Background: an optimization exercise with open tools, aiming at small area, a short achievable clock period and few clock cycles. Do not read the settings as production practice.
Where RTL was checked, it was by simulation tests only, not by an equivalence proof against the original.
For runs 1 to 5, only the layout was checked, not whether the RTL still works.

<file path="run.sh">
#!/bin/bash
# synth_recipe.tcl (not shown) runs the flow's synth.tcl, then flattens the netlist and writes it again
# the make line also repeats each setting of config.mk as NAME=value (left out here)
make -C /OpenROAD-flow-scripts/flow DESIGN_CONFIG=/design/flow/config.mk WORK_HOME=/design/flow/orfs CLKGATE_MAP_FILE= SYNTH_SCRIPT=/design/flow/synth_recipe.tcl finish
</file>
<file path="config.mk">
export PLATFORM = sky130hd
export DESIGN_NAME = divider
export DESIGN_NICKNAME = divider
export VERILOG_FILES = /design/flow/design.v
export SDC_FILE = /design/flow/constraint.sdc
export NUM_CORES = 4
export LEC_CHECK = 0
export CAP_MARGIN = 20
export CORE_MARGIN = 2
export CORE_UTILIZATION = 40
export SETUP_SLACK_MARGIN = 4.5
export SLEW_MARGIN = 20
</file>
<file path="constraint.sdc">
create_clock -name core_clock -period 8.0 [get_ports {div_clk}]
set_input_delay 1.6000 -clock core_clock [delete_from_list [all_inputs] [get_ports {div_clk}]]
set_output_delay 1.6000 -clock core_clock [all_outputs]
set_load 0.01 [all_outputs]
</file>
<file path="design.v">
module divider (
    input div_clk, reset,
    input div,
    input div_signed,
    input [31:0] x, y,
    input use_mod,
    output [31:0] div_result,
    output div_ok
);
    localparam IDLE = 2'd0, NORM = 2'd1, ITER = 2'd2, DONE = 2'd3;
    reg  [1:0]  state;
    reg         done;
    reg  [32:0] V;       
    reg  [32:0] D;       
    reg  [31:0] A;       
    reg  [4:0]  cnt;
    reg         xneg, qneg, mod, sub;
    assign div_ok     = done;
    assign div_result = mod ? V[31:0] : A;
    wire        sx = div_signed & x[31];
    wire        sy = div_signed & y[31];
    wire [5:0]  xz_in, yz_in;
    wire        xall0, yall0;
    lzc32 lzx (.a(x ^ {32{sx}}), .z(xz_in), .all0(xall0));
    lzc32 lzy (.a(y ^ {32{sy}}), .z(yz_in), .all0(yall0));
    wire        xp_in = sx & ~|(~x[31:1] & x[30:0]);
    wire        yp_in = sy & ~|(~y[31:1] & y[30:0]);
    reg  [5:0]  xz, yz;
    reg         xp, yp;
    wire [6:0]  dd = {1'b0, yz} + {1'b1, ~xz} + {6'd0, xp} + {6'd0, ~yp};
    wire        trivial = dd[6] | (yz[5] & ~yp);    
    wire [32:0] Dsh = D << dd[4:0];
    wire [33:0] Tc = {V, 1'b1} + {D, sub};
    wire [32:0] T = Tc[33:1];
    wire [32:0] zs = (V ^ D) ^ {(V[31:0] | D[31:0]), 1'b0};
    wire        Z  = sub ? (V == ~D) : ~|zs;
    wire        acc = xneg ? (T[32] | Z) : ~T[32];
    always @(posedge div_clk) begin
        if (reset) begin
            state <= IDLE;
            done  <= 1'b0;
        end else begin
            case (state)
                IDLE: if (div) state <= NORM;
                NORM: if (trivial) begin
                          state <= DONE;
                          done  <= 1'b1;
                      end else
                          state <= ITER;
                ITER: if (cnt == 5'd0) begin
                          state <= DONE;
                          done  <= 1'b1;
                      end
                DONE: begin
                          state <= IDLE;
                          done  <= 1'b0;
                      end
            endcase
        end
    end
    always @(posedge div_clk) begin
        case (state)
            IDLE: begin
                V    <= {div_signed & x[31], x};
                D    <= {div_signed & y[31], y};
                xneg <= div_signed & x[31];
                qneg <= div_signed & (x[31] ^ y[31]);
                sub  <= ~(div_signed & (x[31] ^ y[31]));
                mod  <= use_mod;
                xz   <= xz_in;
                yz   <= yz_in;
                xp   <= xp_in;
                yp   <= yp_in;
            end
            NORM: begin
                if (qneg & acc) V <= T;
                qneg <= qneg & acc;
                A    <= {32{qneg & acc}};
                D   <= Dsh ^ {33{sub}};
                cnt <= dd[4:0];
            end
            ITER: begin
                if (acc) V <= T;
                D <= {D[32], D[32:1]};
                A <= {A[30:0], acc ^ qneg};
                cnt <= cnt - 5'd1;
            end
            default: ;
        endcase
    end
endmodule
module lzc32 (
    input  [31:0] a,
    output [5:0]  z,
    output        all0
);
    wire [15:0] v1; wire [15:0] c1;           
    wire [7:0]  v2; wire [15:0] c2;           
    wire [3:0]  v3; wire [11:0] c3;           
    wire [1:0]  v4; wire [7:0]  c4;           
    genvar i;
    generate
        for (i = 0; i < 16; i = i + 1) begin : g1
            assign v1[i] = a[2*i+1] | a[2*i];
            assign c1[i] = ~a[2*i+1];
        end
        for (i = 0; i < 8; i = i + 1) begin : g2
            assign v2[i] = v1[2*i+1] | v1[2*i];
            assign c2[2*i+1:2*i] = v1[2*i+1] ? {1'b0, c1[2*i+1]} : {1'b1, c1[2*i]};
        end
        for (i = 0; i < 4; i = i + 1) begin : g3
            assign v3[i] = v2[2*i+1] | v2[2*i];
            assign c3[3*i+2:3*i] = v2[2*i+1] ? {1'b0, c2[4*i+3:4*i+2]} : {1'b1, c2[4*i+1:4*i]};
        end
        for (i = 0; i < 2; i = i + 1) begin : g4
            assign v4[i] = v3[2*i+1] | v3[2*i];
            assign c4[4*i+3:4*i] = v3[2*i+1] ? {1'b0, c3[6*i+5:6*i+3]} : {1'b1, c3[6*i+2:6*i]};
        end
    endgenerate
    assign all0 = ~(v4[1] | v4[0]);
    assign z = all0 ? 6'd32 : (v4[1] ? {2'b00, c4[7:4]} : {2'b01, c4[3:0]});
endmodule
</file>
==> summary.md, run 1 <==
| Metric | Value |
|---|---|
| Outcome | `complete, no violations` |
| Synth-to-layout area growth | `25.4%` |
| Mapped cell area | `12300 um2` |
| Critical Path Sink Type | `flop` |
| Type of element launching the critical path | `flop` |
| Most used DFF post-synth | `edfxtp_1` |
| Clock sink count | `124` |
| Worst-path clk slew | `0.06 ns` |
| CTS tree | `yes` |
| Initial core utilization | `40.3%` |
| # IOs | `102` |
| Worst EP required | `8.17 ns` |
| Cell taking the most area after synthesis | `edfxtp_1` |
| Clock Skew | `0.0140 ns` |
| Synth top area share | `29.6%` |
| Max_slew headroom | `41.6%` |
| Detailed Route WL | `44100 um` |
| Most common cell after layout, fill and taps aside | `nand2_1` |
| Synth cell types | `68` |
| Number of DRC markers in iteration 0 | `1298` |
| TritonCTS buffer count | `17` |
| Unrepaired setup endpoints after global routing | `yes` |
| Setup tns final | `0 ns` |
| Syn. warnings | `1` |
| Most frequent cells in the layout | `156 x nand2_1, 121 x edfxtp_1, 119 x nor2_1` |
| Placement Rows | `64` |
| Post-synth EDFFs | `121` |
| Setup-failing EPs final | `0` |
| Least-Margin Pin Slew | `0.876 ns` |
| Ant diodes | `0` |
| Critical path type | `reg -> reg` |
| Max cap viols | `0` |
| Dpl hpwl | `29300 um` |
| Async set-reset flop share out of synthesis | `0%` |
| Detail Route Antenna Nets | `0` |
| Sequential area share after synthesis | `30.1%` |
| Largest cells by area after synthesis | `edfxtp_1 30%, ha_1 8.5%, xnor2_1 5.9%` |
| First-pass GRT wire length | `64900 um` |
| Overflow after GRT | `0` |
| Layout cells sized above 1 | `19.2%` |
| Core area | `30400 um2` |
| # hold bufs at CTS | `0` |
| Die H | `179 um` |
| Via density per instance | `6.01` |
| Vias | `11700` |
| Worst hold path class | `reg -> reg` |
| Hold Path Cell Cnt | `2` |
| Drt wl/cell | `22.6 um` |
| Gpl congestion | `0.911` |
| Drt pass-1 iters | `5` |
| Fin nets | `1695` |
| Achievable Freq | `258 MHz` |
| Max Fanout on Critical Path | `4` |
| Worst skew pair latency | `0.44 ns` |
| Pre-CTS setup slack | `2.74 ns` |
| CTS max path bufs | `2` |
| Max Slew Vio Count | `0` |
| Syn Nets | `1592` |
| Initial antenna violation count | `1` |
| Min Tclk post-route | `3.87 ns` |
| # DRC | `0` |
| Fill count | `2943` |
| Worst r2r src | `yz[0]` |
| All-Layer GR Usage | `27.3%` |
| Width of the die | `179 um` |
| Largest net degree at the start of global routing | `75` |
| Hold Startpoint | `done` |
| Die area | `32100 um2` |
| CTS root buf | `clkbuf_16` |
| Worst Setup SP | `yz[0]` |
| Hold Fails Final Rpt | `0` |
| IO Port Bufs | `101` |
| Vias in the first global route | `10700` |
| Final period util | `48.4%` |
| WP data arrival | `4.04 ns` |
| Post-Synthesis Cells | `1437` |
| Htree depth | `4` |
| Reg2Reg Depth | `15` |
| Worst setup margin | `4.13 ns` |
| Flops & latches, synth | `124` |
| Mean cell area of the mapped netlist | `8.54 um2` |
## final cells by class
type | count | area (um2) | share of cell area, %
multi-input combinational | 1098 | 8400 | 54.6
sequential | 124 | 3690 | 24.0
timing repair buffer | 180 | 1800 | 11.7
tap | 396 | 495 | 3.22
inverter | 118 | 447 | 2.90
clock buffer | 17 | 425 | 2.76
clock inverter | 15 | 125 | 0.813
timing repair inverter | 1 | 5.00 | 0.0325
## per-stage QoR
| stage | instances | cell area [um2] | utilization (%) | hold slack, ns |
|---|---|---|---|---|
| final | 1949 | 15400 | 50.6 | 0.507 |
| after detailed placement | 1849 | 13600 | 44.5 | 0.505 |
| after global routing | 1949 | 15400 | 50.6 | 0.542 |
| after global placement | 1849 | 13600 | 44.5 | 0.494 |
| after CTS | 1933 | 14900 | 49.0 | 0.513 |
| after floorplan | 1437 | 12300 | - | 0.515 |
## path summary, 6_finish.rpt
kind,to,slack (ns)
worst max-delay path,D[29],4.13
worst min-delay path,done,0.51
worst max register to register,D[29],4.13
worst min register to register,done,0.51
## routing by layer
metal / vias to the layer above / share of wire, % / GRT usage, %
met4: 0 / 4.4 / 11.7
met2: 530 / 45 / 42.0
met3: 96 / 7.6 / 4.64
met5: - / 0 / 0
li1: 5439 / - / -
met1: 5658 / 43 / 37.6
## cell families (layout without fill, tap and decap cells)
group	Yosys count	after routing	share of synthesized area, %
and+or+nand+nor	455	456	17.0
AOI/OAI and AO/OA	338	340	18.3
buffers and inverters	218	331	6.83
DFF	124	124	30.1
muxes	113	113	11.5
xor gates and xnor gates	103	103	7.35
adders and majority gates	86	86	8.95
## critical path, stage by stage (launching register included)
cell and delay, ns:
edfxtp_1 0.36, inv_2 0.05, fa_1 0.55, inv_2 0.05
ha_4 0.16, fa_4 0.81, buf_12 0.13, buf_6 0.10
mux4_2 0.32, mux2_4 0.31, nor2_1 0.09, a21oi_1 0.07
mux2i_1 0.19, xnor2_1 0.09, a221oi_1 0.26, nor2_1 0.08
## cells in the mapped netlist, types with 21 or more instances
cell and n:
a211oi_1 31, a21oi_1 99, a221oi_1 34, a31oi_1 24, clkbuf_1 69, edfxtp_1 121, ha_1 83, inv_1 117
mux2_2 55, mux2i_1 41, nand2_1 165, nand3_1 31, nor2_1 122, nor3_1 27, nor4_1 22, o21ai_0 48
xnor2_1 82, xor2_1 21
## repair_timing
action / CTS / global route
gates resized for setup: 106 / 94
setup buffers: 45 / 14
cloned: 7 / 2
setup endpoints to repair: 145 / 135
pin swaps: 24 / 27
## state kept, by name (all words and copies together) (netlist names), 2 cells and up
signal / count
A: 32
state: 2
cnt: 5
D: 33
xz: 6
yz: 6
V: 33
==> run 2: changes to the inputs <==
--- a/design.v
+++ b/design.v
@@ -25,11 +25,17 @@
     lzc32 lzy (.a(y ^ {32{sy}}), .z(yz_in), .all0(yall0));
     wire        xp_in = sx & ~|(~x[31:1] & x[30:0]);
     wire        yp_in = sy & ~|(~y[31:1] & y[30:0]);
-    reg  [5:0]  xz, yz;
-    reg         xp, yp;
-    wire [6:0]  dd = {1'b0, yz} + {1'b1, ~xz} + {6'd0, xp} + {6'd0, ~yp};
-    wire        trivial = dd[6] | (yz[5] & ~yp);    
-    wire [32:0] Dsh = D << dd[4:0];
+    reg  [5:0]  ncx, cy;                      
+    wire [6:0]  dd = {1'b0, cy} + {1'b1, ncx} + 7'd1;   
+    wire        trivial = dd[6] | cy[5];      
+    wire [32:0] s1  = dd[0] ? {D[31:0],   sub}        : D;
+    wire [32:0] s2  = dd[1] ? {s1[30:0],  {2{sub}}}   : s1;
+    wire [32:0] s3  = dd[2] ? {s2[28:0],  {4{sub}}}   : s2;
+    wire [32:0] s4  = dd[3] ? {s3[24:0],  {8{sub}}}   : s3;
+    wire [32:0] Dsh = dd[4] ? {s4[16:0],  {16{sub}}}  : s4;
+    wire        msb_lt;
+    msb_less lt (.a(x ^ {32{sx}}), .b(y ^ {32{sy}}), .lt(msb_lt));
+    wire        fast = msb_lt & ~xp_in;
     wire [33:0] Tc = {V, 1'b1} + {D, sub};
     wire [32:0] T = Tc[33:1];
     wire [32:0] zs = (V ^ D) ^ {(V[31:0] | D[31:0]), 1'b0};
@@ -41,7 +47,13 @@
             done  <= 1'b0;
         end else begin
             case (state)
-                IDLE: if (div) state <= NORM;
+                IDLE: if (div) begin
+                          if (fast) begin
+                              state <= DONE;
+                              done  <= 1'b1;
+                          end else
+                              state <= NORM;
+                      end
                 NORM: if (trivial) begin
                           state <= DONE;
                           done  <= 1'b1;
@@ -62,21 +74,20 @@
         case (state)
             IDLE: begin
                 V    <= {div_signed & x[31], x};
-                D    <= {div_signed & y[31], y};
+                D    <= {div_signed & y[31], y} ^ {33{~(div_signed & (x[31] ^ y[31]))}};
                 xneg <= div_signed & x[31];
                 qneg <= div_signed & (x[31] ^ y[31]);
                 sub  <= ~(div_signed & (x[31] ^ y[31]));
                 mod  <= use_mod;
-                xz   <= xz_in;
-                yz   <= yz_in;
-                xp   <= xp_in;
-                yp   <= yp_in;
+                ncx  <= ~(xz_in - {5'd0, xp_in});
+                cy   <= yz_in - {5'd0, yp_in};
+                A    <= 32'd0;
             end
             NORM: begin
                 if (qneg & acc) V <= T;
                 qneg <= qneg & acc;
                 A    <= {32{qneg & acc}};
-                D   <= Dsh ^ {33{sub}};
+                D   <= Dsh;
                 cnt <= dd[4:0];
             end
             ITER: begin
@@ -120,3 +131,36 @@
     assign all0 = ~(v4[1] | v4[0]);
     assign z = all0 ? 6'd32 : (v4[1] ? {2'b00, c4[7:4]} : {2'b01, c4[3:0]});
 endmodule
+module msb_less (
+    input  [31:0] a, b,
+    output        lt
+);
+    wire [15:0] a1, b1, l1;
+    wire [7:0]  a2, b2, l2;
+    wire [3:0]  a3, b3, l3;
+    wire [1:0]  a4, b4, l4;
+    genvar i;
+    generate
+        for (i = 0; i < 16; i = i + 1) begin : g1
+            assign a1[i] = a[2*i+1] | a[2*i];
+            assign b1[i] = b[2*i+1] | b[2*i];
+            assign l1[i] = (a[2*i+1] | b[2*i+1]) ? ~a[2*i+1] : (b[2*i] & ~a[2*i]);
+        end
+        for (i = 0; i < 8; i = i + 1) begin : g2
+            assign a2[i] = a1[2*i+1] | a1[2*i];
+            assign b2[i] = b1[2*i+1] | b1[2*i];
+            assign l2[i] = (a1[2*i+1] | b1[2*i+1]) ? l1[2*i+1] : l1[2*i];
+        end
+        for (i = 0; i < 4; i = i + 1) begin : g3
+            assign a3[i] = a2[2*i+1] | a2[2*i];
+            assign b3[i] = b2[2*i+1] | b2[2*i];
+            assign l3[i] = (a2[2*i+1] | b2[2*i+1]) ? l2[2*i+1] : l2[2*i];
+        end
+        for (i = 0; i < 2; i = i + 1) begin : g4
+            assign a4[i] = a3[2*i+1] | a3[2*i];
+            assign b4[i] = b3[2*i+1] | b3[2*i];
+            assign l4[i] = (a3[2*i+1] | b3[2*i+1]) ? l3[2*i+1] : l3[2*i];
+        end
+    endgenerate
+    assign lt = (a4[1] | b4[1]) ? l4[1] : l4[0];
+endmodule
--- a/config.mk
+++ b/config.mk
@@ -5,8 +5,9 @@
 export SDC_FILE = /design/flow/constraint.sdc
 export NUM_CORES = 4
 export LEC_CHECK = 0
+export ABC_AREA = 1
 export CAP_MARGIN = 20
 export CORE_MARGIN = 2
 export CORE_UTILIZATION = 40
-export SETUP_SLACK_MARGIN = 4.5
+export SETUP_SLACK_MARGIN = 5
 export SLEW_MARGIN = 20
==> summary.md, run 2 <==
| Metric | Value |
|---|---|
| Placed Instances | `2548` |
| Via density per instance | `5.88` |
| Setup-failing EPs final | `0` |
| Layout cells sized above 1 | `32.2%` |
| Achievable Freq | `287 MHz` |
| Hold WS | `0.521 ns` |
| # IOs | `102` |
| Syn Nets | `2232` |
| Largest net degree at the start of global routing | `70` |
| Most instantiated cells after synthesis | `616 x nand2_1, 243 x inv_1, 181 x a21oi_1, 174 x o21ai_0, 133 x nor2_1` |
| Worst-path clk slew | `0.07 ns` |
| Syn. warnings | `1` |
| All-Layer GR Usage | `38.9%` |
| Fill count | `3167` |
| Worst EP required | `8.20 ns` |
| Synth Area in Compound Gates | `19.3%` |
| Max Fanout on Critical Path | `12` |
| # DRC | `0` |
| Worst hold path class | `reg -> reg` |
| Ant diodes | `0` |
| Mean cell area of the mapped netlist | `6.61 um2` |
| Placement Rows | `67` |
| CTS max path bufs | `2` |
| Gpl congestion | `1.03` |
| Detail Route Antenna Nets | `0` |
| Largest family of logic cells by synthesized area | `simple AND/OR/NAND/NOR gates` |
| Hold Fails Final Rpt | `0` |
| Width of the die | `189 um` |
| TritonCTS buffer count | `17` |
| Mux cell area share after synthesis | `1.68%` |
| WP data arrival | `3.68 ns` |
| Detailed Route WL | `72500 um` |
| IO Port Bufs | `101` |
| Simple-gate portion of the synthesized area | `29.9%` |
| Max_slew headroom | `39.7%` |
| Crit-path cells | `buf_12 > bufbuf_16 > nand3_2 > nand2_2 > inv_1 > nand2_2 > clkinv_1 > nand2_1 > nor2_4 > nand2_4 > nor2_4 > a32oi_2 > ha_4 > ha_4 > nand3_2 > xnor2_1` |
| Sequential area share after synthesis | `26.5%` |
| Fin util | `59.6%` |
| Drt wl/cell | `25.6 um` |
| Most frequent cells in the layout | `541 x nand2_1, 172 x inv_1, 163 x buf_4` |
| Worst stage delay on the critical path | `0.32 ns` |
| Post-synthesis adder-cell area fraction | `7.76%` |
| Synth top area share | `26.0%` |
| CTS root buf | `clkbuf_16` |
| Least-Margin Pin Slew | `0.898 ns` |
| Flops & latches, synth | `122` |
| Initial core utilization | `40.8%` |
| CTS tree | `yes` |
| Dpl hpwl | `49600 um` |
| Largest cells by area after synthesis | `edfxtp_1 26%, nand2_1 17%, ha_1 7.5%` |
| Worst path slowest cell | `bufbuf_16` |
| Critical Path Sink Type | `flop` |
| Die area | `35800 um2` |
| Max Slew Vio Count | `0` |
| Max cap viols | `0` |
| Core area | `33700 um2` |
| Setup tns final | `0 ns` |
| Synth-to-layout area growth | `46.2%` |
| Drt pass-1 iters | `5` |
| Async set-reset flop share out of synthesis | `0%` |
| Outcome | `complete, no violations` |
| Die H | `189 um` |
| Top Registers | `D (33), V (33), A (32)` |
| Most used DFF post-synth | `edfxtp_1` |
| Overflow after GRT | `0` |
| Clock Skew | `0.0119 ns` |
| Cell taking the most area after synthesis | `edfxtp_1` |
| Post-Synth XOR/XNOR Area | `4.62%` |
| Vias | `16600` |
| Mapped cell area | `13700 um2` |
| Type of element launching the critical path | `input pin` |
| Finished Layout Cells | `2830` |
| Post-synth EDFFs | `119` |
| Number of DRC markers in iteration 0 | `1839` |
| Min Tclk post-route | `3.48 ns` |
| Synth cell types | `54` |
| Fin nets | `2522` |
| Worst skew pair latency | `0.45 ns` |
| First-pass GRT wire length | `101000 um` |
| Clock sink count | `122` |
| Most common cell after layout, fill and taps aside | `nand2_1` |
| Initial antenna violation count | `0` |
| Htree depth | `4` |
| Final period util | `43.5%` |
| Critical path type | `in -> reg` |
| Unrepaired setup endpoints after global routing | `yes` |
| Most common cell in the netlist | `nand2_1` |
| Post-Synthesis Cells | `2079` |
| Vias in the first global route | `15600` |
==> run 2: changes by cell type in the layout (fill, tap and decap cells not counted), sizes merged, moves of 31 or more <==
cell / previous run / this run
a211oi: 33 / 2
clkdlybuf4s50: 54 / 5
o21ai: 51 / 179
mux2: 55 / 0
a21oi: 101 / 181
buf: 76 / 270
nand3: 31 / 133
inv: 119 / 247
xnor2: 82 / 21
nand2: 165 / 645
==> run 2: final timing paths <==
| path | slack (ns) | endpoint | from | depth (start not counted) |
|---|---|---|---|---|
| max | 4.52 | cy[4] | div_signed | 16 |
| min | 0.52 | done | done | 2 |
| max reg2reg | 4.78 | V[7] | V[28] | 17 |
| min reg2reg | 0.52 | done | done | 2 |
==> run 2: per-stage QoR <==
| stage | instance area (um2) | worst slack (ns) |
|---|---|---|
| 6_report | 20100 | 4.52 |
| 5_1_grt | 20100 | 4.44 |
| 4_1_cts | 18700 | 4.60 |
| 3_5_place_dp | 15100 | 2.55 |
| 3_3_place_gp | 15100 | 2.60 |
| 2_1_floorplan | 13900 | 4.34 |
==> run 2: cell families (layout without fill, tap and decap cells) <==
kind of cell,after synthesis,in the layout
AO/OA/AOI/OAI,469,469
XOR/XNOR,69,69
adder cells (fa/ha/maj),84,84
buffers and inverters,343,631
flip-flops,122,122
multiplexers,23,23
AND/OR/NAND/NOR,969,984
==> run 2: critical path: cells and delay by family <==
kind | cells | cell delay, ns
xor gates and xnor gates | 1 | 0.14
AOI/OAI and AO/OA | 1 | 0.26
adders and majority gates | 2 | 0.34
buffers and inverters | 4 | 0.60
and+or+nand+nor | 8 | 0.74
==> run 2: per-layer routing <==
| layer | GRT usage (%) | vias up | wire length [um] |
|---|---|---|---|
| li1 | - | 7553 | - |
| met1 | 46.5 | 7805 | 26900 |
| met2 | 63.8 | 1002 | 33400 |
| met3 | 7.10 | 269 | 6380 |
| met4 | 25.9 | 0 | 5820 |
| met5 | 0 | - | 0 |
==> run 2: layout make-up <==
class / count / area (um2) / area share [%]
timing repair buffer: 342 / 3410 / 17.0
sequential: 122 / 3630 / 18.1
multi-input combinational: 1629 / 10800 / 54.0
timing repair inverter: 7 / 53.8 / 0.268
clock inverter: 13 / 130 / 0.648
clock buffer: 19 / 443 / 2.21
inverter: 250 / 996 / 4.96
tap: 448 / 561 / 2.79
==> run 2: repair_timing <==
item	in CTS	in global routing
setup buffers	142	69
gates cloned	30	9
endpoints found under the setup margin	163	152
gates resized for setup	664	173
hold buffers	0	0
pin swaps	100	79
==> run 3: changes to the inputs <==
--- a/config.mk
+++ b/config.mk
@@ -9,5 +9,5 @@
 export CAP_MARGIN = 20
 export CORE_MARGIN = 2
 export CORE_UTILIZATION = 40
-export SETUP_SLACK_MARGIN = 5
+export SETUP_SLACK_MARGIN = 4.5
 export SLEW_MARGIN = 20
==> summary.md, run 3 <==
| Metric | Value |
|---|---|
| Outcome | `complete, no violations` |
| Most common cell in the netlist | `nand2_1` |
| Largest net degree at the start of global routing | `74` |
| Die area | `35800 um2` |
| # DRC | `0` |
| Cell taking the most area after synthesis | `edfxtp_1` |
| Setup-failing EPs final | `0` |
| Number of DRC markers in iteration 0 | `2086` |
| Most used DFF post-synth | `edfxtp_1` |
| Max Fanout on Critical Path | `3` |
| Vias | `15800` |
| Gpl congestion | `1.02` |
| Clock sink count | `122` |
| Top Registers | `D (33), V (33), A (32)` |
| Initial antenna violation count | `3` |
| Placement Rows | `67` |
| Worst hold path class | `reg -> reg` |
| Min Tclk post-route | `3.57 ns` |
| Achievable Freq | `280 MHz` |
| Synth-to-layout area growth | `28.3%` |
| Most instantiated cells after synthesis | `616 x nand2_1, 243 x inv_1, 181 x a21oi_1, 174 x o21ai_0, 133 x nor2_1` |
| Design Area, Final | `17600 um2` |
| Width of the die | `189 um` |
| Clock Skew | `0.0121 ns` |
| CTS max path bufs | `2` |
| IO Port Bufs | `101` |
| Worst path slowest cell | `clkdlybuf4s50_1` |
| Layout cells sized above 1 | `17.3%` |
| Max Slew Vio Count | `0` |
| Least-Margin Pin Slew | `0.946 ns` |
| Max_slew headroom | `36.9%` |
| Type of element launching the critical path | `input pin` |
| Worst stage delay on the critical path | `0.50 ns` |
| Hold Fails Final Rpt | `0` |
| Max cap viols | `0` |
| First-pass GRT wire length | `92600 um` |
| Async set-reset flop share out of synthesis | `0%` |
| Drt wl/cell | `24.5 um` |
| Htree depth | `4` |
| Post-synthesis adder-cell area fraction | `7.76%` |
| Syn Nets | `2232` |
| Vias in the first global route | `14300` |
| Simple-gate portion of the synthesized area | `29.9%` |
| Synth top area share | `26.0%` |
| Finished Layout Cells | `2697` |
| Mux cell area share after synthesis | `1.68%` |
| Worst skew pair latency | `0.45 ns` |
| Die H | `189 um` |
| Initial core utilization | `40.8%` |
| CTS tree | `yes` |
| Crit path buf inv count | `2` |
| Worst-path clk slew | `0.06 ns` |
| Fill count | `3445` |
| Fin nets | `2388` |
| Most common cell after layout, fill and taps aside | `nand2_1` |
| Detail Route Antenna Nets | `0` |
| Setup tns final | `0 ns` |
| Syn. warnings | `1` |
| Placed Instances | `2550` |
| Overflow after GRT | `0` |
| Mapped cell area | `13700 um2` |
| WP data arrival | `3.77 ns` |
| CTS root buf | `clkbuf_16` |
| Detailed Route WL | `66000 um` |
| Largest cells by area after synthesis | `edfxtp_1 26%, nand2_1 17%, ha_1 7.5%` |
| Worst EP required | `8.20 ns` |
| Core area | `33700 um2` |
| Unrepaired setup endpoints after global routing | `yes` |
| Post-synth EDFFs | `119` |
| # IOs | `102` |
| Final period util | `44.6%` |
| Via density per instance | `5.87` |
| Critical Path Sink Type | `flop` |
| Drt pass-1 iters | `6` |
| CP top delay family | `buffers and inverters` |
| TritonCTS buffer count | `17` |
| Post-Synthesis Cells | `2079` |
| All-Layer GR Usage | `35.4%` |
| Crit-path cells | `clkdlybuf4s50_1 > inv_2 > nand2_1 > o2111ai_1 > a2111oi_2 > and3_1 > ha_2 > ha_4 > nand3_2 > xnor2_1` |
| Dpl hpwl | `48700 um` |
| Synth Area in Compound Gates | `19.3%` |
| Critical path type | `in -> reg` |
| Sequential area share after synthesis | `26.5%` |
| Post-Synth XOR/XNOR Area | `4.62%` |
| Placement Cell Area | `15000 um2` |
| Flops & latches, synth | `122` |
| Synth cell types | `54` |
| Largest family of logic cells by synthesized area | `simple AND/OR/NAND/NOR gates` |
| Most frequent cells in the layout | `578 x nand2_1, 208 x inv_1, 171 x a21oi_1` |
| Mean cell area of the mapped netlist | `6.61 um2` |
run 3: routing by layer:
metal / wire (um) / track usage [%] / part of all wire [%] / vias up
met3: 5730 / 5.54 / 8.7 / 155
met5: 0 / 0 / 0 / -
met1: 27000 / 47.0 / 41 / 7445
li1: - / - / - / 7270
met2: 29400 / 54.9 / 45 / 957
met4: 3850 / 20.3 / 5.8 / 0
run 3: worst paths after layout:
check              from  endpoint  slack (ns)  cells after the start
setup / recovery  x[23]    ncx[4]        4.43                     10
hold / removal     done      done        0.48                      2
setup reg to reg  D[15]     V[26]        4.58                     17
hold reg to reg    done      done        0.48                      2
run 3: worst reg2reg max path, cell delays in order (launching register included):
cell and delay [ns]:
edfxtp_1 0.48, inv_1 0.15, ha_2 0.33, nand2_1 0.15, inv_1 0.07, a21oi_2 0.24, a21boi_0 0.22, nand2_1 0.12
nand2_1 0.12, nand2_1 0.08, nand2_1 0.08, nand3_1 0.11, nand2_2 0.13, ha_1 0.23, nor2_1 0.07, nor2_2 0.13
nand2_4 0.19, inv_16 0.18
run 3: stage by stage:
stage	worst slack [ns]	hold WS, ns	utilization, %
2_1_floorplan	4.34	0.488	-
3_5_place_dp	3.02	0.469	44.6
5_1_grt	4.42	0.514	52.3
4_1_cts	4.44	0.484	49.6
3_3_place_gp	3.06	0.469	44.6
6_report	4.43	0.480	52.3
run 3: what timing repair did:
| action | CTS | global route |
|---|---|---|
| pin swaps | 26 | 42 |
| gates resized for setup | 219 | 155 |
| cloned | 16 | 6 |
| setup endpoints to repair | 140 | 110 |
| setup buffers | 49 | 43 |
| hold buffers | 0 | 0 |
run 3: layout make-up:
cell class	count	area, um2	share of cell area, %
antenna	1	2.50	0.0142
timing repair buffer	217	2210	12.6
clock inverter	15	119	0.674
clock buffer	17	425	2.41
multi-input combinational	1623	9640	54.7
tap	448	561	3.18
timing repair inverter	4	43.8	0.248
sequential	122	3630	20.6
inverter	250	985	5.59
run 3: cells by family after synthesis:
logic type,Yosys count
adders and majority gates,84
and+or+nand+nor,969
buffers and inverters,343
AOI/OAI and AO/OA,469
xor gates and xnor gates,69
muxes,23
DFF,122
==> run 4: changes to the inputs <==
--- a/config.mk
+++ b/config.mk
@@ -5,7 +5,6 @@
 export SDC_FILE = /design/flow/constraint.sdc
 export NUM_CORES = 4
 export LEC_CHECK = 0
-export ABC_AREA = 1
 export CAP_MARGIN = 20
 export CORE_MARGIN = 2
 export CORE_UTILIZATION = 40
==> summary.md, run 4 <==
| Metric | Value |
|---|---|
| Placement Cell Area | `15200 um2` |
| Fill count | `3290` |
| Largest cells by area after synthesis | `edfxtp_1 25%, ha_1 7.3%, a21oi_1 5.6%` |
| Worst Setup SP | `x[12]` |
| Vias in the first global route | `13400` |
| Async set-reset flop share out of synthesis | `0%` |
| Met3 GRT Util | `4.87%` |
| All-Layer GR Usage | `30.0%` |
| CTS root buf | `clkbuf_16` |
| Met2 GRT Util | `46.3%` |
| Setup-failing EPs final | `0` |
| Gpl congestion | `0.968` |
| Gr busiest metal | `met2` |
| Clock sink count | `122` |
| First-pass GRT wire length | `82500 um` |
| Drt wl/cell | `25.1 um` |
| Drt pass-1 iters | `7` |
| Hold Path Cell Cnt | `2` |
| Worst path slowest cell | `a222oi_1` |
| Critical Path Sink Type | `flop` |
| Area of the multi-input gates | `10100 um2` |
| Mean cell area of the mapped netlist | `8.14 um2` |
| Least-Margin Pin Slew | `1.05 ns` |
| Final period util | `48.8%` |
| Flops & latches, synth | `122` |
| Placement Rows | `68` |
| Largest net degree at the start of global routing | `76` |
| Most common cell after layout, fill and taps aside | `nand2_1` |
| Htree depth | `4` |
| Met1 Use GR | `39.7%` |
| Min Tclk post-route | `3.91 ns` |
| Initial core utilization | `40.6%` |
| TritonCTS buffer count | `17` |
| Initial antenna violation count | `3` |
| Number of DRC markers in iteration 0 | `1993` |
| Hold Startpoint | `state[1]` |
| Synth cell types | `91` |
| Worst stage delay on the critical path | `0.49 ns` |
| Dpl hpwl | `38300 um` |
| Finished Layout Cells | `2290` |
| Worst skew pair latency | `0.44 ns` |
| Syn. warnings | `1` |
| Type of element launching the critical path | `input pin` |
| Post-synth EDFFs | `119` |
| Vias | `14600` |
| Setup tns final | `0 ns` |
| Achievable Freq | `256 MHz` |
| Max Slew Vio Count | `0` |
| Worst EP required | `8.18 ns` |
| Most used DFF post-synth | `edfxtp_1` |
| Synth top area share | `25.5%` |
| Via density per instance | `6.39` |
| CTS tree | `yes` |
| Max_slew headroom | `30.1%` |
| Worst-path clk slew | `0.06 ns` |
| Clock Skew | `0.0149 ns` |
| Max cap viols | `0` |
| Hold Fails Final Rpt | `0` |
| Detailed Route WL | `57600 um` |
| Overflow after GRT | `0` |
| Width of the die | `191 um` |
| Worst hold path class | `reg -> reg` |
| Max Fanout on Critical Path | `6` |
| Design Area, Final | `17800 um2` |
| Unrepaired setup endpoints after global routing | `yes` |
| # IOs | `102` |
| Placed Instances | `2149` |
| Most instantiated cells after synthesis | `186 x nand2_1, 157 x a21oi_1, 127 x inv_1, 119 x edfxtp_1, 110 x o21ai_0` |
| Flop2flop setup slack | `4.30 ns` |
| Core area | `34500 um2` |
| IO Port Bufs | `101` |
| Hold WS | `0.598 ns` |
| Post-Synthesis Cells | `1723` |
| Most frequent cells in the layout | `178 x nand2_1, 122 x a21oi_1, 119 x edfxtp_1` |
| Die H | `191 um` |
| Ant diodes | `0` |
| Cell taking the most area after synthesis | `edfxtp_1` |
| CTS max path bufs | `2` |
| Mapped cell area | `14000 um2` |
| # hold bufs at CTS | `0` |
| Crit-path cells | `dlygate4sd2_1 > inv_1 > a222oi_1 > nand3_1 > nor4_2 > ha_2 > ha_4 > nand2_2 > mux2_4` |
| Syn Nets | `1876` |
| Top Registers | `D (33), V (33), A (32)` |
| Most common cell in the netlist | `nand2_1` |
| Reg area | `3630 um2` |
| Detail Route Antenna Nets | `0` |
| # DRC | `0` |
| Die area | `36600 um2` |
| Sequential area share after synthesis | `25.9%` |
| Reg2Reg Depth | `13` |
| WP data arrival | `4.08 ns` |
| Critical path type | `in -> reg` |
| Fin nets | `1975` |
| Outcome | `complete, no violations` |
| Synth-to-layout area growth | `26.5%` |
| Worst r2r src | `D[2]` |
| Layout cells sized above 1 | `23.2%` |
## run 4: logic make-up after synthesis
logic type | after synthesis | share of synthesized area [%]
AOI/OAI and AO/OA | 545 | 25.8
and+or+nand+nor | 465 | 15.6
buffers and inverters | 277 | 8.02
DFF | 122 | 25.9
xor gates and xnor gates | 120 | 7.54
muxes | 110 | 9.47
adders and majority gates | 84 | 7.60
## run 4: worst paths after layout
| check | endpoint |
|---|---|
| max | ncx[4] |
| min reg2reg | state[1] |
| min | state[1] |
| max reg2reg | V[21] |
## run 4: cell type report
class | instances | area share, %
multi-input combinational | 1330 | 57.0
inverter | 129 | 2.87
clock inverter | 15 | 0.979
tap | 455 | 3.21
sequential | 122 | 20.5
timing repair buffer | 221 | 13.0
timing repair inverter | 1 | 0.0493
clock buffer | 17 | 2.40
## run 4: critical path, delay by kind of cell
family	cells	cell delay, ns
buffers and inverters	2	0.71
and+or+nand+nor	3	0.55
AOI/OAI and AO/OA	1	0.49
adders and majority gates	2	0.43
muxes	1	0.30
## run 4: per-stage QoR
stage	util (%)	setup WS, ns
CTS	49.0	4.25
global placement	44.1	2.29
floorplan	-	3.91
detailed placement	44.1	2.17
global route	51.4	4.12
finish	51.4	4.09
## run 4: per-layer routing
| layer | vias up | routed length, um |
|---|---|---|
| met5 | - | 26 |
| met4 | 4 | 3310 |
| met3 | 179 | 5360 |
| met2 | 880 | 25800 |
| met1 | 7040 | 23000 |
| li1 | 6528 | - |
## run 4: timing repair
action / 4_1_cts / 5_1_grt
gates cloned: 13 / 7
pin swaps: 27 / 18
setup buffers: 53 / 36
endpoints found under the hold margin: 0 / 0
setup endpoints to repair: 134 / 122
gates resized for setup: 261 / 134
==> run 5: changes to the inputs <==
--- a/config.mk
+++ b/config.mk
@@ -5,8 +5,9 @@
 export SDC_FILE = /design/flow/constraint.sdc
 export NUM_CORES = 4
 export LEC_CHECK = 0
+export ABC_AREA = 1
 export CAP_MARGIN = 20
 export CORE_MARGIN = 2
 export CORE_UTILIZATION = 40
-export SETUP_SLACK_MARGIN = 4.5
+export SETUP_SLACK_MARGIN = 4
 export SLEW_MARGIN = 20
==> summary.md, run 5 <==
| Metric | Value |
|---|---|
| Outcome | `complete, no violations` |
| Fill count | `3591` |
| Detail Route Antenna Nets | `0` |
| Worst setup margin | `4.02 ns` |
| Die H | `189 um` |
| Critical Path Sink Type | `flop` |
| Most common cell after layout, fill and taps aside | `nand2_1` |
| Worst skew pair latency | `0.46 ns` |
| TritonCTS buffer count | `17` |
| Max cap viols | `0` |
| Max Fanout on Critical Path | `4` |
| Least-Margin Pin Slew | `0.950 ns` |
| Worst-path clk slew | `0.06 ns` |
| Min Tclk post-route | `3.98 ns` |
| All-Layer GR Usage | `34.7%` |
| Mean cell area of the mapped netlist | `6.61 um2` |
| Setup-failing EPs final | `0` |
| Worst path slowest cell | `clkdlybuf4s50_1` |
| Synth-to-layout area growth | `15.8%` |
| Setup tns final | `0 ns` |
| Worst EP required | `8.20 ns` |
| Placement Rows | `67` |
| Post-Synthesis Cells | `2079` |
| Worst stage delay on the critical path | `0.69 ns` |
| Type of element launching the critical path | `input pin` |
| Detailed Route WL | `62800 um` |
| Most instantiated cells after synthesis | `616 x nand2_1, 243 x inv_1, 181 x a21oi_1, 174 x o21ai_0, 133 x nor2_1` |
| Unrepaired setup endpoints after global routing | `yes` |
| # IOs | `102` |
| Max Slew Vio Count | `0` |
| Layout cells sized above 1 | `7.31%` |
| CTS root buf | `clkbuf_16` |
| Number of DRC markers in iteration 0 | `1981` |
| Die area | `35800 um2` |
| Async set-reset flop share out of synthesis | `0%` |
| Sequential area share after synthesis | `26.5%` |
| Gpl congestion | `1.04` |
| Largest cells by area after synthesis | `edfxtp_1 26%, nand2_1 17%, ha_1 7.5%` |
| # DRC | `0` |
| Area of the multi-input gates | `8880 um2` |
| Width of the die | `189 um` |
| Vias in the first global route | `14100` |
| Hold Fails Final Rpt | `0` |
| Most common cell in the netlist | `nand2_1` |
| Synth cell types | `54` |
| Most used DFF post-synth | `edfxtp_1` |
| Achievable Freq | `252 MHz` |
| First-pass GRT wire length | `91100 um` |
| Cell taking the most area after synthesis | `edfxtp_1` |
| CTS tree | `yes` |
| Reg area | `3630 um2` |
| Synth top area share | `26.0%` |
| Overflow after GRT | `0` |
| Ant diodes | `0` |
| CTS max path bufs | `2` |
| Drt pass-1 iters | `6` |
| Flops & latches, synth | `122` |
| Fin nets | `2287` |
| Top Registers | `D (33), V (33), A (32)` |
| Most used cell, CP | `nand2_1` |
| Syn Nets | `2232` |
| Core area | `33700 um2` |
| Initial core utilization | `40.8%` |
| Largest net degree at the start of global routing | `100` |
| Mapped cell area | `13700 um2` |
| Dpl hpwl | `50000 um` |
| Initial antenna violation count | `2` |
| Drt wl/cell | `24.2 um` |
| Crit-path cells | `clkdlybuf4s50_1 > inv_2 > nand2_1 > o211ai_1 > a2111oi_0 > nand2_1 > nor3_2 > ha_2 > ha_1 > nand3_2 > xnor2_1` |
| Placed Instances | `2551` |
| Syn. warnings | `1` |
| IO Port Bufs | `101` |
| Clock sink count | `122` |
| Vias | `15000` |
| Htree depth | `4` |
| Via density per instance | `5.78` |
| # hold bufs at CTS | `0` |
| Worst hold path class | `reg -> reg` |
| Finished Layout Cells | `2595` |
| Post-synth EDFFs | `119` |
| Clock Skew | `0.0136 ns` |
| Final period util | `49.7%` |
| Critical path type | `in -> reg` |
| Fin util | `47.2%` |
| Max_slew headroom | `36.7%` |
| Pre-CTS setup slack | `2.63 ns` |
| Most frequent cells in the layout | `615 x nand2_1, 227 x inv_1, 180 x a21oi_1` |
| WP data arrival | `4.18 ns` |
run 5: cell types whose count changed in the layout (fill, tap and decap cells not counted), sizes merged, moves of 23 or more:
| cell | before | now |
|---|---|---|
| clkdlybuf4s50 | 7 | 83 |
| mux2i | 48 | 23 |
| xnor2 | 61 | 21 |
| nand2 | 187 | 634 |
| a21o | 26 | 3 |
| inv | 131 | 245 |
| mux2 | 49 | 0 |
| a21oi | 158 | 181 |
| o21ai | 112 | 179 |
| nand3 | 43 | 133 |
| o31ai | 24 | 0 |
| buf | 128 | 25 |
| nor2 | 86 | 148 |
run 5: critical path, delay by kind of cell:
| family | cells | cell delay, ns |
|---|---|---|
| AO/OA/AOI/OAI | 2 | 0.58 |
| XOR/XNOR | 1 | 0.14 |
| adder cells (fa/ha/maj) | 2 | 0.46 |
| buffers and inverters | 2 | 0.87 |
| AND/OR/NAND/NOR | 4 | 0.51 |
run 5: logic make-up (layout without fill, tap and decap cells):
| family | Yosys count | count (layout) | share of synthesized area, % |
|---|---|---|---|
| AO/OA/AOI/OAI | 469 | 469 | 19.3 |
| XOR/XNOR | 69 | 69 | 4.62 |
| adder cells (fa/ha/maj) | 84 | 84 | 7.76 |
| buffers and inverters | 343 | 407 | 10.3 |
| flip-flops | 122 | 122 | 26.5 |
| multiplexers | 23 | 23 | 1.68 |
| AND/OR/NAND/NOR | 969 | 973 | 29.9 |
run 5: cell type report:
class	count	area share (%)
clock inverters	14	1.09
repair buffers	125	7.97
well taps	448	3.52
clock buffers	18	2.76
inverters	250	6.02
flip-flops and latches	122	22.8
multi-input cells	1618	55.8
run 5: path summary, 6_finish.rpt:
check,start,to,slack (ns),cells after the start
setup / recovery,y[24],cy[4],4.02,11
hold / removal,done,done,0.50,2
setup reg to reg,D[1],V[27],4.20,19
hold reg to reg,done,done,0.50,2
run 5: repair_timing:
| item | CTS | global route |
|---|---|---|
| setup endpoints to repair | 77 | 80 |
| cloned | 3 | 2 |
| setup buffers | 2 | 5 |
| pin swaps | 3 | 3 |
| resized for setup | 29 | 54 |
run 5: layer usage:
metal  up-vias  GRT usage (%)  share of wire [%]
met5         -              0                  0
met4         0           17.9                5.3
met3       109           6.71                8.9
met2       799           53.1                 44
met1      7037           46.5                 42
li1       7043              -                  -
run 5: metrics by stage:
| stage | hold slack [ns] | instance area (um2) |
|---|---|---|
| floorplan | 0.488 | 13700 |
| finish | 0.497 | 15900 |
| detailed placement | 0.488 | 15000 |
| CTS | 0.502 | 15700 |
| global placement | 0.493 | 15000 |
| global route | 0.511 | 15900 |
==> run 6: changes to the inputs <==
--- a/design.v
+++ b/design.v
@@ -13,19 +13,18 @@
     reg  [32:0] V;       
     reg  [32:0] D;       
     reg  [31:0] A;       
-    reg  [4:0]  cnt;
     reg         xneg, qneg, mod, sub;
     assign div_ok     = done;
     assign div_result = mod ? V[31:0] : A;
     wire        sx = div_signed & x[31];
     wire        sy = div_signed & y[31];
+    wire [31:0] xu = sx ? {~x[30:0], 1'b1} : x;
+    wire [31:0] yu = sy ? {~y[31:1], 1'b1} : y;      
     wire [5:0]  xz_in, yz_in;
     wire        xall0, yall0;
-    lzc32 lzx (.a(x ^ {32{sx}}), .z(xz_in), .all0(xall0));
-    lzc32 lzy (.a(y ^ {32{sy}}), .z(yz_in), .all0(yall0));
-    wire        xp_in = sx & ~|(~x[31:1] & x[30:0]);
-    wire        yp_in = sy & ~|(~y[31:1] & y[30:0]);
-    reg  [5:0]  ncx, cy;                      
+    lzc32 lzx (.a(xu), .z(xz_in), .all0(xall0));
+    lzc32 lzy (.a(yu), .z(yz_in), .all0(yall0));
+    reg  [5:0]  ncx, cy;   
     wire [6:0]  dd = {1'b0, cy} + {1'b1, ncx} + 7'd1;   
     wire        trivial = dd[6] | cy[5];      
     wire [32:0] s1  = dd[0] ? {D[31:0],   sub}        : D;
@@ -33,9 +32,8 @@
     wire [32:0] s3  = dd[2] ? {s2[28:0],  {4{sub}}}   : s2;
     wire [32:0] s4  = dd[3] ? {s3[24:0],  {8{sub}}}   : s3;
     wire [32:0] Dsh = dd[4] ? {s4[16:0],  {16{sub}}}  : s4;
-    wire        msb_lt;
-    msb_less lt (.a(x ^ {32{sx}}), .b(y ^ {32{sy}}), .lt(msb_lt));
-    wire        fast = msb_lt & ~xp_in;
+    wire        fast;
+    msb_less lt (.a(xu), .b(yu), .lt(fast));
     wire [33:0] Tc = {V, 1'b1} + {D, sub};
     wire [32:0] T = Tc[33:1];
     wire [32:0] zs = (V ^ D) ^ {(V[31:0] | D[31:0]), 1'b0};
@@ -59,7 +57,7 @@
                           done  <= 1'b1;
                       end else
                           state <= ITER;
-                ITER: if (cnt == 5'd0) begin
+                ITER: if (cy[4:0] == 5'd0) begin
                           state <= DONE;
                           done  <= 1'b1;
                       end
@@ -79,8 +77,8 @@
                 qneg <= div_signed & (x[31] ^ y[31]);
                 sub  <= ~(div_signed & (x[31] ^ y[31]));
                 mod  <= use_mod;
-                ncx  <= ~(xz_in - {5'd0, xp_in});
-                cy   <= yz_in - {5'd0, yp_in};
+                ncx  <= ~xz_in;
+                cy   <= yz_in;
                 A    <= 32'd0;
             end
             NORM: begin
@@ -88,13 +86,13 @@
                 qneg <= qneg & acc;
                 A    <= {32{qneg & acc}};
                 D   <= Dsh;
-                cnt <= dd[4:0];
+                cy  <= {1'b0, dd[4:0]};
             end
             ITER: begin
                 if (acc) V <= T;
                 D <= {D[32], D[32:1]};
                 A <= {A[30:0], acc ^ qneg};
-                cnt <= cnt - 5'd1;
+                cy  <= cy - 6'd1;
             end
             default: ;
         endcase
--- a/config.mk
+++ b/config.mk
@@ -9,5 +9,5 @@
 export CAP_MARGIN = 20
 export CORE_MARGIN = 2
 export CORE_UTILIZATION = 40
-export SETUP_SLACK_MARGIN = 4
+export SETUP_SLACK_MARGIN = 4.5
 export SLEW_MARGIN = 20
==> summary.md, run 6 <==
| Metric | Value |
|---|---|
| Outcome | `complete, no violations` |
| Initial antenna violation count | `1` |
| Core area | `31300 um2` |
| Most frequent cells in the layout | `546 x nand2_1, 243 x inv_1, 227 x o21ai_0` |
| Mux cell area share after synthesis | `1.43%` |
| Die area | `33000 um2` |
| Sequential area share after synthesis | `27.6%` |
| Async set-reset flop share out of synthesis | `0%` |
| Worst hold path class | `reg -> reg` |
| Worst EP required | `6.40 ns` |
| Layout cells sized above 1 | `9.52%` |
| Critical Path Sink Type | `primary output` |
| Via density per instance | `5.60` |
| Detailed Route WL | `52200 um` |
| Post-synthesis adder-cell area fraction | `7.85%` |
| Max Slew Vio Count | `0` |
| # hold bufs at CTS | `0` |
| Flops & latches, synth | `117` |
| Placed Instances | `2360` |
| All-Layer GR Usage | `30.9%` |
| Mapped cell area | `12600 um2` |
| Achievable Freq | `290 MHz` |
| Pre-CTS setup slack | `3.02 ns` |
| CTS max path bufs | `2` |
| Setup-failing EPs final | `0` |
| Crit-path cells | `buf_12 > nand2_1 > o21ai_0 > clkdlybuf4s50_1` |
| Most common cell in the netlist | `nand2_1` |
| Max Fanout on Critical Path | `64` |
| Post-Synth XOR/XNOR Area | `3.35%` |
| CTS root buf | `clkbuf_16` |
| Initial core utilization | `40.3%` |
| Cell taking the most area after synthesis | `edfxtp_1` |
| # IOs | `102` |
| Reg area | `3480 um2` |
| Largest cells by area after synthesis | `edfxtp_1 27%, nand2_1 16%, o21ai_0 9.4%` |
| Setup tns final | `0 ns` |
| Placement Rows | `65` |
| Fin util | `48.4%` |
| Synth Area in Compound Gates | `19.8%` |
| Final period util | `43.1%` |
| Simple-gate portion of the synthesized area | `28.8%` |
| Number of DRC markers in iteration 0 | `1316` |
| Hold Fails Final Rpt | `0` |
| CTS tree | `yes` |
| Dpl hpwl | `40300 um` |
| Most used DFF post-synth | `edfxtp_1` |
| Drt wl/cell | `21.5 um` |
| First-pass GRT wire length | `75900 um` |
| Most common cell after layout, fill and taps aside | `nand2_1` |
| Top Registers | `D (33), V (33), A (32)` |
| Worst skew pair latency | `0.44 ns` |
| Largest net degree at the start of global routing | `68` |
| Width of the die | `182 um` |
| Worst stage delay on the critical path | `0.56 ns` |
| Detail Route Antenna Nets | `0` |
| Crit path buf inv count | `2` |
| Least-Margin Pin Slew | `0.885 ns` |
| Area of the multi-input gates | `8030 um2` |
| Gpl congestion | `0.997` |
| Clock Skew | `0.0134 ns` |
| Most instantiated cells after synthesis | `551 x nand2_1, 256 x inv_1, 236 x o21ai_0, 131 x nor2_1` |
| Syn. warnings | `1` |
| Worst setup margin | `4.55 ns` |
| Vias in the first global route | `12600` |
| Vias | `13600` |
| Design Area, Final | `15200 um2` |
| Type of element launching the critical path | `flop` |
| Htree depth | `4` |
| Clock sink count | `117` |
| Synth cell types | `59` |
| Max_slew headroom | `41.0%` |
| # DRC | `0` |
| Placement Cell Area | `13800 um2` |
| Post-Synthesis Cells | `1926` |
| Overflow after GRT | `0` |
| IO Port Bufs | `101` |
| Fin nets | `2161` |
| Min Tclk post-route | `3.45 ns` |
| Fill count | `3199` |
| Critical path type | `reg -> out` |
| Worst path slowest cell | `clkdlybuf4s50_1` |
| Finished Layout Cells | `2429` |
| WP data arrival | `1.85 ns` |
| Syn Nets | `2073` |
| Max cap viols | `0` |
| Post-synth EDFFs | `114` |
| Unrepaired setup endpoints after global routing | `yes` |
| Synth top area share | `27.1%` |
| TritonCTS buffer count | `17` |
| CP top delay family | `buffers and inverters` |
| Synth-to-layout area growth | `20.1%` |
| Mean cell area of the mapped netlist | `6.55 um2` |
| Ant diodes | `0` |
| Worst-path clk slew | `0.06 ns` |
| Largest family of logic cells by synthesized area | `simple AND/OR/NAND/NOR gates` |
| Drt pass-1 iters | `6` |
| Die H | `182 um` |
run 6: changes by cell type after synthesis, sizes merged, moves of 10 or more:
cell	change
o221ai	+11
inv	+16
clkbuf	-10
nor2	-11
nand2	-70
a21oi	-77
nand3	-16
o21ai	+81
a32oi	-10
xor2	-19
run 6: layout make-up:
cell class / instances / area share (%)
repair buffers: 149 / 9.91
multi-input cells: 1463 / 53.0
inverters: 266 / 6.78
clock buffers: 18 / 2.83
well taps: 402 / 3.32
clock inverters: 14 / 1.22
flip-flops and latches: 117 / 23.0
run 6: cell families (layout without fill, tap and decap cells):
group,count (synthesis),count (layout)
and+or+nand+nor,872,875
muxes,18,18
DFF,117,117
buffers and inverters,349,447
AOI/OAI and AO/OA,448,448
adders and majority gates,78,78
xor gates and xnor gates,44,44
run 6: path summary, 6_finish.rpt:
kind	from	endpoint	depth (start not counted)	slack (ns)
max reg2reg	D[25]	V[28]	19	4.62
min reg2reg	state[0]	state[0]	2	0.51
min	state[0]	state[0]	2	0.51
max	mod	div_result[4]	4	4.55
run 6: repair_timing:
item | CTS | global route
gates resized for setup | 30 | 93
setup buffers | 5 | 25
gates cloned | 3 | 4
setup endpoints to repair | 136 | 94
pin swaps | 2 | 5
run 6: metal layers:
metal	part of all wire [%]	global-route usage, %	vias to the layer above
met4	3.6	12.0	0
li1	-	-	6569
met5	0	0	-
met3	6.3	3.39	82
met1	44	41.8	6415
met2	46	50.6	532
run 6: worst min-delay path: stages (launching register included):
cell and delay (ns):
dfxtp_1 0.34, nand2_1 0.08, a21oi_1 0.05
run 6: per-stage QoR:
stage	hold slack, ns
2_1_floorplan	0.472
3_3_place_gp	0.502
3_5_place_dp	0.504
4_1_cts	0.516
5_1_grt	0.537
6_report	0.514
Testbench counts of run 6, summed over its fixed seeds: cycles 30,551.
==> run 7: changes to the inputs <==
==> flow/run.sh (new file) <==
#!/bin/bash
# The standard layout, with the ports buffered by buf_4 cells instead of
# the delay cells buffer_ports picks by default. Each step's output goes to a
# log of its own.
set -euo pipefail
bash standard.sh synth > synth.log 2>&1
bash standard.sh 'BUFFER_PORTS_ARGS=-buffer_cell sky130_fd_sc_hd__buf_4' finish > layout.log 2>&1
==> standard.sh (new file) <==
#!/bin/bash
# synth_recipe.tcl (not shown) runs the flow's synth.tcl, then flattens the netlist and writes it again
# the make line also repeats each setting of config.mk as NAME=value (left out here)
make -C /OpenROAD-flow-scripts/flow DESIGN_CONFIG=/design/flow/config.mk WORK_HOME=/design/flow/orfs CLKGATE_MAP_FILE= SYNTH_SCRIPT=/design/flow/synth_recipe.tcl "${@:-finish}"
removed: run.sh
==> summary.md, run 7 <==
| Metric | Value |
|---|---|
| Outcome | `complete, no violations` |
| Core area | `31300 um2` |
| Die H | `182 um` |
| Max cap viols | `0` |
| Worst-path clk slew | `0.06 ns` |
| Setup-failing EPs final | `0` |
| Flops & latches, synth | `117` |
| Clock Skew | `0.0175 ns` |
| Synth cell types | `59` |
| Synth-to-layout area growth | `14.2%` |
| Most frequent cells in the layout | `549 x nand2_1, 251 x inv_1, 231 x o21ai_0` |
| Die area | `33000 um2` |
| Largest net degree at the start of global routing | `68` |
| Mapped cell area | `12600 um2` |
| Drt wl/cell | `21.3 um` |
| CTS max path bufs | `2` |
| Syn. warnings | `1` |
| # DRC | `0` |
| Top Registers | `D (33), V (33), A (32)` |
| TritonCTS buffer count | `17` |
| Most used DFF post-synth | `edfxtp_1` |
| Worst EP required | `8.15 ns` |
| Dpl hpwl | `40100 um` |
| Critical path type | `in -> reg` |
| Htree depth | `4` |
| WP data arrival | `3.56 ns` |
| Sequential area share after synthesis | `27.6%` |
| Gpl congestion | `0.998` |
| Final period util | `42.6%` |
| Via density per instance | `5.61` |
| Overflow after GRT | `0` |
| Worst skew pair latency | `0.44 ns` |
| Detailed Route WL | `51200 um` |
| WL met3 | `3540 um` |
| # IOs | `102` |
| Worst hold path class | `reg -> reg` |
| Synth Area in Compound Gates | `19.8%` |
| Metal2 WL | `23300 um` |
| Fin util | `46.0%` |
| Synth top area share | `27.1%` |
| Vias in the first global route | `12600` |
| Clock sink count | `117` |
| Syn Nets | `2073` |
| Max_slew headroom | `45.2%` |
| Max Fanout on Critical Path | `26` |
| Post-synthesis adder-cell area fraction | `7.85%` |
| Achievable Freq | `293 MHz` |
| Most common cell after layout, fill and taps aside | `nand2_1` |
| Unrepaired setup endpoints after global routing | `no` |
| Highest layer used for signal routing | `met4` |
| Critical Path Sink Type | `flop` |
| Type of element launching the critical path | `input pin` |
| CTS root buf | `clkbuf_16` |
| Fin nets | `2133` |
| Async set-reset flop share out of synthesis | `0%` |
| Vias | `13500` |
| Simple-gate portion of the synthesized area | `28.8%` |
| First-pass GRT wire length | `76100 um` |
| Least-Margin Pin Slew | `0.820 ns` |
| Min Tclk post-route | `3.41 ns` |
| Largest cells by area after synthesis | `edfxtp_1 27%, nand2_1 16%, o21ai_0 9.4%` |
| CTS tree | `yes` |
| Largest family of logic cells by synthesized area | `simple AND/OR/NAND/NOR gates` |
| Hold Fails Final Rpt | `0` |
| Placement Rows | `65` |
| IO Port Bufs | `101` |
| Ant diodes | `0` |
| Post-synth EDFFs | `114` |
| All-Layer GR Usage | `30.8%` |
| Cell taking the most area after synthesis | `edfxtp_1` |
| Max Slew Vio Count | `0` |
| Number of DRC markers in iteration 0 | `1234` |
| Post-Synthesis Cells | `1926` |
| Most common cell in the netlist | `nand2_1` |
| # hold bufs at CTS | `0` |
| Layout cells sized above 1 | `12.0%` |
| Detail Route Antenna Nets | `0` |
| WL met1 | `22900 um` |
| Initial core utilization | `40.3%` |
| Most instantiated cells after synthesis | `551 x nand2_1, 256 x inv_1, 236 x o21ai_0, 131 x nor2_1` |
| Post-Synth XOR/XNOR Area | `3.35%` |
| Mux cell area share after synthesis | `1.43%` |
| Width of the die | `182 um` |
| Initial antenna violation count | `1` |
| Setup tns final | `0 ns` |
| Mean cell area of the mapped netlist | `6.55 um2` |
| Drt pass-1 iters | `6` |
-- run 7: cell counts after synthesis --
Identical to the previous run, type by type.
-- run 7: layout make-up --
cell class                      instances  area, um2
Timing Repair Buffer                  122        953
Multi-Input combinational cell       1462       7900
Clock buffer                           17        425
Sequential cell                       117       3480
Fill cell                            3281      16900
Tap cell                              402        503
Clock inverter                         15        140
Inverter                              266       1010
-- run 7: critical path: stages --
cell      delay [ns]
buf_8           0.20
nand2_8         0.17
clkinv_4        0.15
nand2_1         0.08
nand2_1         0.08
nor2_1          0.06
nand2_1         0.16
inv_1           0.07
o21ai_0         0.49
o22ai_1         0.22
nand3_1         0.13
o221ai_1        0.12
-- run 7: cells by family after synthesis --
kind of cell	Yosys count
AND/OR/NAND/NOR	872
adder cells (fa/ha/maj)	78
multiplexers	18
AO/OA/AOI/OAI	448
flip-flops	117
XOR/XNOR	44
buffers and inverters	349
-- run 7: worst paths after layout --
| check | start | to | slack (ns) | cells after the start |
|---|---|---|---|---|
| hold reg to reg | done | done | 0.50 | 2 |
| hold / removal | done | done | 0.50 | 2 |
| setup reg to reg | D[26] | V[28] | 4.69 | 18 |
| setup / recovery | div_signed | cy[2] | 4.59 | 12 |
-- run 7: per-layer routing --
metal,global-route usage (%),up-vias
met5,0,-
li1,-,6529
met3,3.69,71
met2,49.5,574
met1,42.8,6305
met4,10.4,0
-- run 7: repair_timing --
item                                    CTS  global route
cloned                                    0             3
resized for setup                        11            43
setup buffers                             1             7
endpoints found under the setup margin  104            90
pin swaps                                 2             5
-- run 7: stage by stage --
stage	instances	cell area, um2	setup WS [ns]	hold slack [ns]
after floorplan	1926	12600	4.74	0.472
after global placement	2358	13600	3.82	0.492
after detailed placement	2358	13600	3.72	0.492
after CTS	2391	14200	4.51	0.505
after global routing	2401	14400	4.48	0.525
final	2401	14400	4.59	0.496

static timing again, ports no longer ideal:
The flow's constraints put no driver on any port. The routed layouts listed below were extracted and timed again, unchanged, in two steps. Step 1 (the two cells are an assumption about what drives the block):
set clk [get_ports {div_clk}]
set_driving_cell -lib_cell sky130_fd_sc_hd__clkbuf_16 $clk
set_driving_cell -lib_cell sky130_fd_sc_hd__buf_2 [delete_from_list [all_inputs] $clk]
Step 2 also shifts input and output timing later by t, the mid clock arrival at the registers, as if the neighbouring blocks saw the same clock. Slacks: ideal / step 1 / step 2; pairs: ideal / step 1.
| run | shift t [ns] | setup slack, ns | pins driven straight from the clock port |
|---|---|---|---|
| run 1 | 0.486 | 4.131 / 4.131 / 4.131 | 1 |
| run 2 | 0.495 | 4.517 / 4.510 / 4.015 | 1 |
| run 3 | 0.496 | 4.431 / 4.458 / 3.962 | 1 |
| run 4 | 0.480 | 4.095 / 4.129 / 3.648 | 1 |
| run 5 | 0.504 | 4.024 / 4.033 / 3.529 | 1 |
| run 6 | 0.489 | 4.555 / 4.501 / 4.182 | 1 |
| run 7 | 0.482 | 4.590 / 4.591 / 4.109 | 1 |
After both steps every run listed still meets setup and hold. The setup slack of run 2, which loses most, moves by -0.007 ns with the drivers and by -0.502 ns with both steps.
